Context: an optimization exercise on an open-source flow, tuned for small area. The choices shown serve that exercise and are no tape-out recipe. RTL that was checked went through simulation tests only; none was proved equivalent to the original.

==> module lsort_detect, before the edit <==
module lsort_detect (
    input               clk,
    input               rst_n,
    input               in_valid,
    input        [ 1:0] in_channel,
    input        [11:0] in_data,
    output logic        out_valid,
    output logic [ 1:0] out_channel,
    output logic [10:0] out_data,
    output logic        out_spike,
    output logic [38:0] out_time
);
  localparam int NS = 24;   
  localparam int NB1 = 4;   
  logic [1:0] ph;
  always_ff @(posedge clk or negedge rst_n)
    if (!rst_n) ph <= 2'd0;
    else ph <= ph + 2'd1;
  logic [1:0] dly;
  logic [3:1] ev;
  logic [11:0] ed1, ed2, ed3;
  assign dly = in_channel - ph;
  always_ff @(posedge clk or negedge rst_n)
    if (!rst_n) ev <= '0;
    else begin
      ev[1] <= in_valid && dly == 2'd3;
      ev[2] <= ev[1] || (in_valid && dly == 2'd2);
      ev[3] <= ev[2] || (in_valid && dly == 2'd1);
    end
  always_ff @(posedge clk) begin
    ed1 <= in_data;
    ed2 <= (in_valid && dly == 2'd2) ? in_data : ed1;
    ed3 <= (in_valid && dly == 2'd1) ? in_data : ed2;
  end
  logic pv;
  logic [11:0] x;
  assign pv = ev[3] || (in_valid && dly == 2'd0);
  assign x  = ev[3] ? ed3 : in_data;
  logic [23:0] flt0, flt1, flt2, flt3;   
  logic seen3;
  always_ff @(posedge clk or negedge rst_n)
    if (!rst_n) seen3 <= 1'b0;
    else if (pv && ph == 2'd3) seen3 <= 1'b1;
  logic [11:0] s1, s2, d;
  assign s1 = seen3 ? flt3[23:12] : 12'd0;
  assign s2 = seen3 ? flt3[11:0] : 12'd0;
  lsd_filter u_filter (
      .x (x),
      .s1(s1),
      .s2(s2),
      .d (d)
  );
  logic v1;
  logic [11:0] s2o;
  always_ff @(posedge clk or negedge rst_n)
    if (!rst_n) v1 <= 1'b0;
    else v1 <= pv;
  always_ff @(posedge clk) begin
    flt0 <= pv ? {d, s1} : flt3;
    flt1 <= flt0;
    flt2 <= flt1;
    flt3 <= flt2;
    s2o  <= s2;
  end
  logic [10:0] u;
  logic [11:0] y;
  logic [5:0] g;
  lsd_mag u_mag (
      .d (flt0[23:12]),
      .s2(s2o),
      .y (y),
      .u (u)
  );
  always_comb
    if (y[11]) g = (&y[10:6]) ? ~y[5:0] : 6'd63;
    else if (y[10:6] != 0) g = 6'd63;
    else g = (y[5:0] == 0) ? 6'd0 : y[5:0] - 6'd1;
  logic [NS-1:0][5:0] win0, win1, win2, win3;   
  always_ff @(posedge clk) begin
    win0[0] <= v1 ? g : win3[0];
    for (int j = 1; j < NS; j++) win0[j] <= v1 ? win3[j-1] : win3[j];
    win1 <= win0;
    win2 <= win1;
    win3 <= win2;
  end
  logic [4:0] fill;
  always_ff @(posedge clk or negedge rst_n)
    if (!rst_n) fill <= '0;
    else if (v1 && ph == 2'd0 && fill != 5'd24) fill <= fill + 5'd1;
  logic [NS-1:1] z1;
  logic [4:0] cnt1;
  always_comb for (int j = 1; j < NS; j++) z1[j] = (5'(j) <= fill) && !win3[j-1][5];
  lsd_pop u_pop (
      .z  (z1),
      .cnt(cnt1)
  );
  logic v2;
  logic [10:0] u2;
  logic [4:0] cnt1_q;
  always_ff @(posedge clk or negedge rst_n)
    if (!rst_n) v2 <= 1'b0;
    else v2 <= v1;
  always_ff @(posedge clk) begin
    u2 <= u;
    cnt1_q <= cnt1;
  end
  logic is3;
  logic [NS-1:0] vld;   
  assign is3 = (ph == 2'd1);
  always_comb for (int j = 0; j < NS; j++) vld[j] = 5'(j) + {4'd0, is3} <= fill;
  logic [5:0][NS-1:0] vb0, vb1;   
  always_comb
    for (int b = 0; b < 6; b++)
      for (int j = 0; j < NS; j++) begin
        vb0[b][j] = win0[j][b];
        vb1[b][j] = win1[j][b];
      end
  logic [6:0][NS-1:0] cand;
  logic [6:0][3:0] kc;
  logic [5:0] mb;
  logic [NS-1:0] cand_q;
  logic [3:0] kc_q;
  logic [5:0] mb_q;
  logic [4:0] s1c;
  assign s1c = cnt1_q + {4'd0, !win0[0][5]};
  assign mb[5] = s1c < 5'd16;
  assign kc[1] = mb[5] ? s1c[3:0] : 4'd3;
  assign cand[1] = mb[5] ? (vld & vb0[5]) : (vld & ~vb0[5]);
  genvar i;
  generate
    for (i = 1; i < 6; i++) begin : gen_step
      logic [NS-1:0] ci;
      logic [3:0] ki;
      if (i == NB1) begin : gen_m2
        assign ci = cand_q;
        assign ki = kc_q;
      end else begin : gen_m1
        assign ci = cand[i];
        assign ki = kc[i];
      end
      lsd_radix u_radix (
          .c   (ci),
          .v   (i < NB1 ? vb0[5-i] : vb1[5-i]),
          .kc  (ki),
          .bit1(mb[5-i]),
          .co  (cand[i+1]),
          .kco (kc[i+1])
      );
    end
  endgenerate
  logic v3;
  logic [10:0] u3;
  always_ff @(posedge clk or negedge rst_n)
    if (!rst_n) v3 <= 1'b0;
    else v3 <= v2;
  always_ff @(posedge clk) begin
    u3 <= u2;
    cand_q <= cand[NB1];
    kc_q <= kc[NB1];
    mb_q <= mb;
  end
  logic [5:0] med, q;
  always_comb
    for (int b = 0; b < 6; b++) med[b] = (b >= 6 - NB1) ? mb_q[b] : mb[b];
  assign q = u3[10:5] - {5'd0, u3[4:0] == 5'd0};
  assign out_valid = v3;
  assign out_data  = u3;
  assign out_spike = (u3 != 11'd0) && (q > med);
  logic [40:0] cnt, cnt_carry;
  assign {out_time, out_channel} = cnt;
  always_comb begin
    cnt_carry[0] = v3;
    for (int b = 1; b < 41; b++) cnt_carry[b] = cnt_carry[b-1] & cnt[b-1];
  end
  always_ff @(posedge clk or negedge rst_n)
    if (!rst_n) cnt <= '0;
    else cnt <= cnt ^ cnt_carry;
endmodule
make LEC_CHECK=0 CAP_MARGIN=20 CORE_MARGIN=2 CORE_UTILIZATION=40 CTS_CLUSTER_DIAMETER=100 CTS_CLUSTER_SIZE=30 SLEW_MARGIN=20 finish   # period 14.0 ns
run.sh (not shown) runs the stock make flow with config.mk's settings and CLKGATE_MAP_FILE= SYNTH_SCRIPT=/design/flow/synth_recipe.tcl, a recipe that flattens the netlist after the stock synthesis.
Edit:
--- a/flow/design.v
+++ b/flow/design.v
@@ -583,13 +583,13 @@
     input        [ 1:0] in_channel,
     input        [11:0] in_data,
     output logic        out_valid,
     output logic [ 1:0] out_channel,
     output logic [10:0] out_data,
     output logic        out_spike,
-    output logic [38:0] out_time
+    output logic [37:0] out_time
 );
   localparam int NS = 24;   
   localparam int NB1 = 4;   
   logic [1:0] ph;
   always_ff @(posedge clk or negedge rst_n)
     if (!rst_n) ph <= 2'd0;
@@ -741,16 +741,16 @@
   always_comb
     for (int b = 0; b < 6; b++) med[b] = (b >= 6 - NB1) ? mb_q[b] : mb[b];
   assign q = u3[10:5] - {5'd0, u3[4:0] == 5'd0};
   assign out_valid = v3;
   assign out_data  = u3;
   assign out_spike = (u3 != 11'd0) && (q > med);
-  logic [40:0] cnt, cnt_carry;
+  logic [39:0] cnt, cnt_carry;
   assign {out_time, out_channel} = cnt;
   always_comb begin
     cnt_carry[0] = v3;
-    for (int b = 1; b < 41; b++) cnt_carry[b] = cnt_carry[b-1] & cnt[b-1];
+    for (int b = 1; b < 40; b++) cnt_carry[b] = cnt_carry[b-1] & cnt[b-1];
   end
   always_ff @(posedge clk or negedge rst_n)
     if (!rst_n) cnt <= '0;
     else cnt <= cnt ^ cnt_carry;
 endmodule
Result: Register-to-register slack gets better by 0.11 ns. Flip-flop and latch count drops by 1. Design area barely changes. Core utilization hardly moves. Non-clock buffer count climbs by 5.
The RTL of the second run of this note was laid out without a check of its function.

-- separate check: timing with driven ports --
The results above use ideal ports. As a check the final layouts listed here were re-extracted and re-timed, cells and wires unchanged.
Step 1 (the two cells are an assumption about what drives the block):
set clk [get_ports {clk}]
set_driving_cell -lib_cell sky130_fd_sc_hd__clkbuf_16 $clk
set_driving_cell -lib_cell sky130_fd_sc_hd__buf_2 [delete_from_list [all_inputs] $clk]
Step 2 adds t to the input delays and takes it off the output delays; t is the mean of the earliest and latest rising clock arrival at the registers after step 1. Input paths then give back, and output paths get back, about the clock's delay inside the block.
Three values: no drivers, after step 1, after step 2; two values: the first two.
run | t (ns) | slack for setup (ns) | latest minus earliest clock arrival (ns) | worst slew at a driven data input, ns | cell pins on the clock port's net
the first run | 0.638 | 0.477 / 0.477 / 0.477 | 0.040 / 0.040 | 0.04 | 1
the second run | 0.639 | 0.585 / 0.585 / 0.585 | 0.039 / 0.038 | 0.04 | 1
After both steps setup and hold are still met in every run listed.
